From an optimization exercise on the open Yosys and OpenROAD flow, aimed at a short achievable clock period and few clock cycles; shortcuts taken in it are not production practice.
The RTL was checked by simulation tests, not by an equivalence proof against the original design.
Power and IR drop assume default switching activity.

before:
==> flow/design.v (excerpt) <==
module cpu(clk,reset,in,out,N,V,Z,w,mem_addr,mem_cmd,halt);
For scale: ~2,000 cells after synthesis, about 260 flip-flops, roughly 19,000 um2 of cells after synthesis.
Settings: LEC_CHECK=0, ABC_CLOCK_PERIOD_IN_PS=2500, CAP_MARGIN=20, CORE_MARGIN=2, CORE_UTILIZATION=75, SETUP_SLACK_MARGIN=5, SLEW_MARGIN=20, TNS_END_PERCENT=100; clock period 8.0 ns.
run.sh (not shown) runs the stock make flow with config.mk's settings and CLKGATE_MAP_FILE= SYNTH_SCRIPT=/design/flow/synth_recipe.tcl, a recipe that flattens the netlist after the stock synthesis.
The flow ended early for before: it failed with a tool error in 5_1_grt.
Testbench counts of before, summed over its fixed seeds: cycles 27,218.
Input changes introduced in after (baseline for comparison: before):
# before
export LEC_CHECK = 0
export ABC_CLOCK_PERIOD_IN_PS = 2500
export CAP_MARGIN = 20
export CORE_MARGIN = 2
export CORE_UTILIZATION = 75
export SETUP_SLACK_MARGIN = 5
export SLEW_MARGIN = 20
export TNS_END_PERCENT = 100
create_clock -name core_clock -period 8.0 [get_ports {clk}]
# after
export LEC_CHECK = 0
export ABC_CLOCK_PERIOD_IN_PS = 2500
export CAP_MARGIN = 20
export CORE_MARGIN = 2
export CORE_UTILIZATION = 65
export SETUP_SLACK_MARGIN = 5
export SLEW_MARGIN = 20
export TNS_END_PERCENT = 100
create_clock -name core_clock -period 8.0 [get_ports {clk}]
## What came out
Going from before to after, post-cts resize count grew slightly.
after completed every stage of the flow, and the final layout passed the timing, DRC and antenna checks.
| buffer depth of the longest clock path | after vs before | ≈ equal |
Cell count after placement (higher): after
Diff before -> after: fraction of the mapped netlist area in compound gates stayed essentially flat, placed cell area rose by 120 um2, horizontal extent of the die rose by 7.2%, simple-gate portion of the synthesized area stayed essentially flat.
before -> after: synthesized cell count delta 0, exact match


Another version of the RTL of cpu (not shown whole).
Size in the first run: about 1900 cells after synthesis, roughly 50 I/O pins, roughly 0.019 mm2 of cells after synthesis.
## cpu
module cpu(clk,reset,in,out,N,V,Z,w,mem_addr,mem_cmd,halt);
  input clk, reset;
  input [15:0] in;
  output [15:0] out;
  output N, V, Z, w;
  output [8:0] mem_addr;
  output [1:0] mem_cmd;
  output halt;
  reg [15:0] rf [0:7];
  reg fN, fV, fZ, fLT;      
  reg [8:0] ma;             
  reg mst;                  
  reg pk_f;                 
  reg pk_ld;                
  reg [2:0] p_rd;           
  reg [15:0] sd;            
  reg [8:0] nf;             
  reg hold;                 
  reg hp;                   
  reg halt_r;
  reg i_f;                  
  reg [8:0] i_pc;           
  reg i_ld;                 
  reg i_kill;               
  reg [2:0] i_rd;
  reg x_v;
  reg [15:0] x_a, x_b, x_c;   
  reg [2:0] x_ra, x_rb, x_rc;
  reg x_pa, x_pb, x_pc;     
  reg [1:0] x_sh;
  reg x_inv;
  reg x_cin, x_and, x_pass;
  reg x_cmp;
  reg x_wr;
  reg [2:0] x_rd;
  reg x_slow, x_st;
  reg [2:0] x_ldrd;
  reg x_jx;                 
  wire [15:0] sum;
  ksadd #(16, 4) alu_add(.a(x_a), .b(x_b), .cin(x_cin), .s(sum));
  wire [15:0] x_res = x_and ? (x_a & x_b) : x_pass ? x_b : sum;
  wire x_stall = x_v & (x_pa | x_pb | x_pc);
  wire x_ex = x_v & ~x_stall;
  ...
==> flow/config.mk <==
export PLATFORM = sky130hd
export DESIGN_NAME = cpu
export DESIGN_NICKNAME = cpu
export VERILOG_FILES = /design/flow/design.v
export SDC_FILE = /design/flow/constraint.sdc
export NUM_CORES = 4
export LEC_CHECK = 0
export ABC_CLOCK_PERIOD_IN_PS = 1000
export CAP_MARGIN = 20
export CORE_MARGIN = 2
export CORE_UTILIZATION = 55
export SETUP_SLACK_MARGIN = 5
export SLEW_MARGIN = 20
==> flow/constraint.sdc <==
create_clock -name core_clock -period 8.0 [get_ports {clk}]
set_input_delay 1.6000 -clock core_clock [delete_from_list [all_inputs] [get_ports {clk}]]
set_output_delay 1.6000 -clock core_clock [all_outputs]
set_load 0.01 [all_outputs]
Testbench counts at the start, summed over its fixed seeds: cycles 27,218.
Next try:
Settings changed: ABC_CLOCK_PERIOD_IN_PS 1000 to 2500, TNS_END_PERCENT set to 100.
Effect: The changed run finished with timing, DRC and antenna clean; sequential power hardly moves; total power stays the same; maximum frequency stays the same; die area is unchanged; utilization does not change; final cell count is unchanged; area after synthesis is unchanged; cell area is unchanged; setup slack does not change; worst hold slack stays the same; first-iteration DRC count stays the same.

re-timing with driven ports:
Ports are ideal in the flow. The routed layouts listed here were re-timed in OpenROAD. Step 1 assumes that a clkbuf_16 drives the clock port and a buf_2 every other input. Step 2 also shifts input and output timing later by t, the mid clock arrival at the registers, as if the neighbouring blocks saw the same clock. a / b / c = ideal ports / drivers / drivers and shift; a / b = the first two.
| run | shift t [ns] | setup slack, ns | pins driven straight from the clock port |
|---|---|---|---|
| after | 0.660 | 4.356 / 4.143 / 3.482 | 1 |
| the first run of note 2 | 0.645 | 4.468 / 4.279 / 3.633 | 1 |
| the second run of note 2 | 0.645 | 4.468 / 4.279 / 3.633 | 1 |
After both steps every run listed still meets setup and hold. The setup slack of after, which loses most, moves by -0.213 ns with the drivers and by -0.874 ns with both steps.
